From an optimization exercise on the open Yosys and OpenROAD flow, aimed at small area, a short achievable clock period and few clock cycles per item; shortcuts taken in it are not production practice. RTL that was checked went through simulation tests only; none was proved equivalent to the original. Power figures rest on the tool's default switching activity, not on a simulated workload.

== old ==
Design mul_unit, start of the top module:
module mul_unit
(
    input  logic                  clk,
    input  logic                  rst,
    input  logic                  start,
    input  logic [1:0]            mul_type,
    input  logic [31:0]           a,
    input  logic [31:0]           b,
    input  logic [4:0]            arch_reg,
    input  logic [5:0]   phys_reg,
    input  logic [2:0]  rob,
    input  logic                  cdb_mul_ack,
    input  logic                  branch,
    output logic                  cdb_valid,
    output logic [2:0]  cdb_rob,
    output logic [4:0]            cdb_arch_reg,
    output logic [5:0]   cdb_phys_reg,
    output logic [31:0]           cdb_data,
    output logic [31:0]           cdb_ps1_rdata,
    output logic [31:0]           cdb_ps2_rdata,
    output logic                  done
);
Size: roughly 1,400 cells after synthesis.
clock: 5.0 ns
lec_check: 0
cap_margin: 20
core_margin: 2
core_utilization: 40
setup_slack_margin: 0.8
slew_margin: 20
synth_hierarchical: 1
synth_minimum_keep_size: 0
standard.sh (not shown) runs the stock make flow with config.mk's settings and CLKGATE_MAP_FILE= SYNTH_SCRIPT=/design/flow/synth_recipe.tcl, a recipe that flattens the netlist after the stock synthesis.
==> flow/flow/run.sh <==
#!/bin/bash
# The standard ORFS layout (standard.sh) with two changes:
#  - the port buffers are sky130_fd_sc_hd__buf_2 instead of the cell
#    buffer_ports picks by itself (a slow delay cell);
#  - after the standard synthesis every combinational cell is set to its
#    drive-1 variant; floorplan/placement repair sizes up what timing needs.
set -euo pipefail
export BUFFER_PORTS_ARGS="-buffer_cell sky130_fd_sc_hd__buf_2"
RES=orfs/results/${FLOW_PLATFORM}/mul_unit/base
bash standard.sh synth > synth.log 2>&1
DS_ODB=$RES/1_synth.odb openroad -no_init -exit flow/downsize.tcl > downsize.log 2>&1
touch $RES/1_synth.sdc
bash standard.sh > standard.log 2>&1
==> flow/flow/downsize.tcl <==
# Set every combinational cell of the synthesized netlist to its drive-1
# variant; the resizer's repair steps size up what timing needs.
set odb_file $::env(DS_ODB)
read_db $odb_file
set db [ord::get_db]
set n 0
foreach inst [[ord::get_db_block] getInsts] {
  set m [[$inst getMaster] getName]
  if {[regexp {^(sky130_fd_sc_hd__[a-z0-9]+)_([0-9]+)$} $m -> base drive]} {
    if {$drive <= 1} continue
    if {[regexp {df|dl|sdf|edf|clk|conb|buf} $base]} continue
    set new [$db findMaster ${base}_1]
    if {$new == "NULL" || $new == ""} continue
    $inst swapMaster $new
    incr n
  }
}
puts "downsized $n cells"
write_db $odb_file
old finished end to end and its layout was clean on timing, DRC and antenna.
Input changes introduced in new (baseline for comparison: old):
diff --git a/flow/config.mk b/flow/config.mk
--- a/flow/config.mk
+++ b/flow/config.mk
@@ -10,3 +10,3 @@
 export CORE_UTILIZATION = 40
-export SETUP_SLACK_MARGIN = 0.8
+export SETUP_SLACK_MARGIN = 1.2
 export SLEW_MARGIN = 20
==> comparison <==
Both conditions hold for new: the flow ran to the end and the final layout passed the timing, design-rule and antenna checks. Against old, overall power of the completed layout in new came out worse. new: sequential share of layout area 1.6 points below old. When the final numbers for old and new were put side by side, the biggest cell delay along the critical path turned out to be greater in new. Compared with old, new supports a higher clock frequency. Diff old..new | cell area after synthesis | negligible. Taking old as the reference point, the part of the cycle the worst path needs of new falls by 1.5 points. Looking at combinational group share of total power, new sits above old. Growth of design area from synthesis to finish, old and new: higher on new. Between old and new, total routing usage reported by global routing increased. When the final numbers for old and new were put side by side, the cell area turned out to be smaller in old. Compared new against old; area taken by flip-flops and latches within noise.
No run of this note included a check of the RTL's function; only the layout flow was run.


Setup of v35:
Another version of the RTL of mul_unit (not shown whole).
Size: roughly 1400 cells after synthesis, ~200 I/O pins.
Settings: LEC_CHECK=0, CAP_MARGIN=20, CORE_MARGIN=2, CORE_UTILIZATION=60, PLACE_DENSITY=0.75, SETUP_SLACK_MARGIN=0.8, SLEW_MARGIN=20, SYNTH_HIERARCHICAL=1, SYNTH_MINIMUM_KEEP_SIZE=0; clock period 5.0 ns.
==> flow/flow/run.sh <==
#!/bin/bash
# The standard ORFS layout (standard.sh) with two changes:
#  - the port buffers are sky130_fd_sc_hd__buf_1 instead of the cell
#    buffer_ports picks by itself (a slow delay cell);
#  - after the standard synthesis every combinational cell is set to its
#    drive-1 variant; floorplan/placement repair sizes up what timing needs.
set -euo pipefail
export BUFFER_PORTS_ARGS="-buffer_cell sky130_fd_sc_hd__buf_1"
RES=orfs/results/${FLOW_PLATFORM}/mul_unit/base
bash standard.sh synth > synth.log 2>&1
DS_ODB=$RES/1_synth.odb openroad -no_init -exit flow/downsize.tcl > downsize.log 2>&1
touch $RES/1_synth.sdc
bash standard.sh > standard.log 2>&1
Scripts as last shown in full above: flow/flow/downsize.tcl
Testbench counts of v35, summed over its fixed seeds: cycles 7,208, ops 2,400.
--- input diff v35..v40 ---
Settings: a change of PLACE_DENSITY from 0.75 to 0.85; a change of CORE_UTILIZATION from 60 to 70; a change of SETUP_SLACK_MARGIN from 0.8 to 0.65.
--- outcome ---
Between v40 and v35, the delay of the slowest cell on the worst path is higher for v40.
Diff v35 -> v40 | clock power | down by a few percent
The final reports for v40 and v35 show wire length higher in the former.
Compared with v35, v40 is hungrier on power.
Between v40 and v35, it is v40 whose smallest hold slack is lower, by 0.021 ns.
v40 vs v35: timing-limited maximum frequency down
v40 reports its beginning of the critical path as u_mul.bt_q[8] while v35 reports u_mul.a_q[7].
Die size: v40 is under v35
Setup changes, v40 to v46
Settings: PLACE_DENSITY removed (was 0.85); CORE_UTILIZATION changed from 70 to 60.
Comparing combinational fraction of design power for v46 and v40, the bigger number came from v40.
v46 vs v40, global-route track usage on met3 went down by 4.7 points.
v46 vs v40 — post-route worst setup slack rose 0.34 ns.
v46 against v40: switching power went down; layout buffer count excluding clock buffers went up 1.
Diff v40 -> v46 | y dimension of the die | increase of about 8%
No run among v46 and v40 stopped early or left any final violation; all are clean.
Hold slack, v46 and v40: larger value in v40
The lower all-layer global routing usage of v46 and v40 is in v46.
Summary of v46 over v40: footprint of the multi-input gates stayed essentially flat; total power fell about 6%.
From v40 to v46, setup TNS did not move at all.
> inputs changed (v46 -> v5)
Settings: swapping 0.65 for 0.5 in SETUP_SLACK_MARGIN; swapping 60 for 40 in CORE_UTILIZATION.
==> flow/flow/run.sh <==
#!/bin/bash
# The standard ORFS layout (standard.sh) with two changes:
#  - the port buffers are sky130_fd_sc_hd__buf_2 instead of the cell
#    buffer_ports picks by itself (a slow delay cell);
#  - after the standard synthesis every combinational cell is set to its
#    drive-1 variant; floorplan/placement repair sizes up what timing needs.
set -euo pipefail
export BUFFER_PORTS_ARGS="-buffer_cell sky130_fd_sc_hd__buf_2"
RES=orfs/results/${FLOW_PLATFORM}/mul_unit/base
bash standard.sh synth > synth.log 2>&1
DS_ODB=$RES/1_synth.odb openroad -no_init -exit flow/downsize.tcl > downsize.log 2>&1
touch $RES/1_synth.sdc
bash standard.sh > standard.log 2>&1
Compared with v46, v5 shows a lower worst-case setup slack after placement. On sequential share of layout area, v46 and v5 are basically level. Taking v46 as the reference, in v5 clock network latency to the later pin of the worst-skew pair climbed 0.02 ns; die area climbed about 50%; final worst slack dropped 0.094 ns. Compare v46 and v5 | clock period minus final worst setup slack higher: v5. Delta (v5 minus v46): final area level; sequential cell fraction of total power level; maximum frequency moved down; layout inverter count without the clock tree level.


## run 1
Another version of the RTL of mul_unit (not shown whole).
Size: ~1300 cells after synthesis, about 16000 µm² of cells after synthesis.
==> flow/config.mk <==
export PLATFORM = sky130hd
export DESIGN_NAME = mul_unit
export DESIGN_NICKNAME = mul_unit
export VERILOG_FILES = /design/flow/design.v
export SDC_FILE = /design/flow/constraint.sdc
export NUM_CORES = 4
export LEC_CHECK = 0
export CAP_MARGIN = 20
export CORE_MARGIN = 2
export CORE_UTILIZATION = 60
export SETUP_SLACK_MARGIN = 0.45
export SLEW_MARGIN = 20
export SYNTH_HIERARCHICAL = 1
export SYNTH_MINIMUM_KEEP_SIZE = 0
==> flow/constraint.sdc <==
create_clock -name core_clock -period 5.0 [get_ports {clk}]
set_input_delay 1.0000 -clock core_clock [delete_from_list [all_inputs] [get_ports {clk}]]
set_output_delay 1.0000 -clock core_clock [all_outputs]
set_load 0.01 [all_outputs]
==> flow/flow/run.sh <==
#!/bin/bash
# The standard ORFS layout (standard.sh) with two changes:
#  - the port buffers are sky130_fd_sc_hd__buf_1 instead of the cell
#    buffer_ports picks by itself (a slow delay cell);
#  - after the standard synthesis every combinational cell is set to its
#    drive-1 variant; floorplan/placement repair sizes up what timing needs.
set -euo pipefail
export BUFFER_PORTS_ARGS="-buffer_cell sky130_fd_sc_hd__buf_1"
RES=orfs/results/${FLOW_PLATFORM}/mul_unit/base
bash standard.sh synth > synth.log 2>&1
DS_ODB=$RES/1_synth.odb openroad -no_init -exit flow/downsize.tcl > downsize.log 2>&1
touch $RES/1_synth.sdc
bash standard.sh > standard.log 2>&1
Scripts as last shown in full above: flow/flow/downsize.tcl
Testbench counts of run 1, summed over its fixed seeds: cycles 7,208, ops 2,400.
Changes in run 2 relative to run 1:
diff --git a/flow/config.mk b/flow/config.mk
--- a/flow/config.mk
+++ b/flow/config.mk
@@ -9,5 +9,5 @@
 export CORE_MARGIN = 2
 export CORE_UTILIZATION = 60
-export SETUP_SLACK_MARGIN = 0.45
+export SETUP_SLACK_MARGIN = 0.9
 export SLEW_MARGIN = 20
 export SYNTH_HIERARCHICAL = 1
==> comparison <==
Run comparison: run 2 beginning of the critical path u_mul.a_q[11]; run 1 beginning of the critical path u_mul.bo_q[3]
Total design power in run 2 is 0.74% below run 1.
From run 1 to run 2 the numbers moved as follows: final cycle utilization of the critical path down 6.4 points, area after synthesis essentially unchanged, first-iteration DRC count rose by about 15%.
Taking run 1 as the reference point, the first-pass iteration count of the detailed router of run 2 rises by 1.


Starting RTL as in the previous note.
// mul_unit
module mul_unit
(
    input  logic                  clk,
    input  logic                  rst,
    input  logic                  start,
    input  logic [1:0]            mul_type,
    input  logic [31:0]           a,
    input  logic [31:0]           b,
    input  logic [4:0]            arch_reg,
    input  logic [5:0]   phys_reg,
    input  logic [2:0]  rob,
    input  logic                  cdb_mul_ack,
    input  logic                  branch,
    output logic                  cdb_valid,
    output logic [2:0]  cdb_rob,
    output logic [4:0]            cdb_arch_reg,
    output logic [5:0]   cdb_phys_reg,
    output logic [31:0]           cdb_data,
    output logic [31:0]           cdb_ps1_rdata,
    output logic [31:0]           cdb_ps2_rdata,
    output logic                  done
);
export LEC_CHECK = 0
export CAP_MARGIN = 20
export CORE_MARGIN = 2
export CORE_UTILIZATION = 60
export CTS_BUF_LIST = sky130_fd_sc_hd__clkbuf_4 sky130_fd_sc_hd__clkbuf_8
export SETUP_SLACK_MARGIN = 0.65
export SLEW_MARGIN = 20
export SYNTH_HIERARCHICAL = 1
export SYNTH_MINIMUM_KEEP_SIZE = 0
create_clock -name core_clock -period 5.0 [get_ports {clk}]
Scripts as last shown in full above: flow/flow/run.sh, flow/flow/downsize.tcl
Testbench counts at the start, summed over its fixed seeds: cycles 7,208, ops 2,400.
Then changed:
--- a/flow/config.mk
+++ b/flow/config.mk
@@ -11 +11 @@
-export CTS_BUF_LIST = sky130_fd_sc_hd__clkbuf_4 sky130_fd_sc_hd__clkbuf_8
+export CTS_BUF_LIST = sky130_fd_sc_hd__clkbuf_8
What happened:
- synthesized area does not change
- wire length does not change
- fmax does not change
- die area does not change
- cell count does not change
- combinational power is about the same
- setup slack stays the same
- via count does not change
- total power stays the same
- utilization is unchanged
- sequential share of layout area does not change


== job 101 ==
mul_unit, a different RTL version from the one above (not shown whole).
For scale: roughly 200 I/O pins, about 16000 um^2 of cells after synthesis.
Settings: LEC_CHECK=0, CAP_MARGIN=20, CORE_MARGIN=2, CORE_UTILIZATION=60, SETUP_SLACK_MARGIN=1.1, SLEW_MARGIN=20, SYNTH_HIERARCHICAL=1, SYNTH_MINIMUM_KEEP_SIZE=0; clock period 5.0 ns.
Scripts as last shown in full above: flow/flow/run.sh, flow/flow/downsize.tcl
No stage failed in job 101, and the final checks on the layout all came back clean.
Testbench counts of job 101, summed over its fixed seeds: cycles 7,208, ops 2,400.
> inputs changed (job 101 -> job 104)
# job 101
export LEC_CHECK = 0
export CAP_MARGIN = 20
export CORE_MARGIN = 2
export CORE_UTILIZATION = 60
export SETUP_SLACK_MARGIN = 1.1
export SLEW_MARGIN = 20
export SYNTH_HIERARCHICAL = 1
export SYNTH_MINIMUM_KEEP_SIZE = 0
create_clock -name core_clock -period 5.0 [get_ports {clk}]
# job 104
export LEC_CHECK = 0
export CAP_MARGIN = 20
export CORE_MARGIN = 2
export CORE_UTILIZATION = 60
export SETUP_SLACK_MARGIN = 1.35
export SLEW_MARGIN = 20
export SYNTH_HIERARCHICAL = 1
export SYNTH_MINIMUM_KEEP_SIZE = 0
create_clock -name core_clock -period 5.0 [get_ports {clk}]
- Where summed area of non-filler cells in the final layout is concerned, job 101 is better than job 104.
- Re fraction of area in non-clock buffers: job 104 and job 101 aren't equal, and the lower value belongs to job 101.
- Sequential share of layout area was lower in the run labelled job 104.


Starting RTL as in the previous note.
clock: 5.0 ns
lec_check: 0
cap_margin: 20
core_margin: 2
core_utilization: 60
setup_slack_margin: 1.2
slew_margin: 20
synth_hierarchical: 1
synth_minimum_keep_size: 0
Scripts as last shown in full above: flow/flow/run.sh, flow/flow/downsize.tcl
The baseline completed with no timing, DRC or antenna violations.
Testbench counts at the start, summed over its fixed seeds: cycles 7,208, ops 2,400.
Rerun with:
Settings changed: GPL_ROUTABILITY_DRIVEN set to 0, SETUP_SLACK_MARGIN 1.2 to 1.1.
What happened:
- count of clock-buffer cells in the layout falls by 1
- total power falls by 3.0%
- global-route usage falls by 1.1 points
- flip-flop and latch count does not change
- hold slack hardly moves
- first-iteration DRC count falls by 12%
- core utilization falls by 2.0 points
- die area stays the same
- clock skew hardly moves

## re-timing with driven ports
How much do the figures lean on ideal ports? The routed layouts below were timed once more, with nothing changed but the port constraints.
Step 1: set_driving_cell puts a clkbuf_16 on clk and a buf_2 on each other input, an assumption about the parent block.
Step 2 adds t to the input delays and takes it off the output delays; t is the mean of the earliest and latest rising clock arrival at the registers after step 1. Input paths then give back, and output paths get back, about the clock's delay inside the block.
a / b / c = ideal ports / drivers / drivers and shift; a / b = the first two.
run	t (ns)	slack for setup (ns)	worst data-port slew with drivers (ns)	cell pins on the clock port's net
old	0.512	0.893 / 0.876 / 0.893	0.08	1
new	0.524	0.969 / 0.969 / 0.969	0.07	1
v35	0.485	0.843 / 0.817 / 0.843	0.05	1
v40	0.488	0.357 / 0.357 / 0.357	0.05	1
v46	0.484	0.701 / 0.701 / 0.701	0.04	1
v5	0.508	0.608 / 0.608 / 0.608	0.05	1
run 1	0.486	0.606 / 0.569 / 0.606	0.05	1
run 2	0.494	0.924 / 0.924 / 0.924	0.06	1
the first run of note 4	0.518	0.768 / 0.768 / 0.768	0.13	1
the second run of note 4	0.518	0.768 / 0.768 / 0.768	0.13	1
job 101	0.489	1.116 / 1.065 / 1.166	0.07	1
job 104	0.506	1.128 / 1.076 / 1.396	0.07	1
the first run of note 6	0.486	1.053 / 0.999 / 1.229	0.06	1
the second run of note 6	0.482	1.091 / 1.091 / 1.091	0.06	1
After both steps every run listed still meets setup and hold.
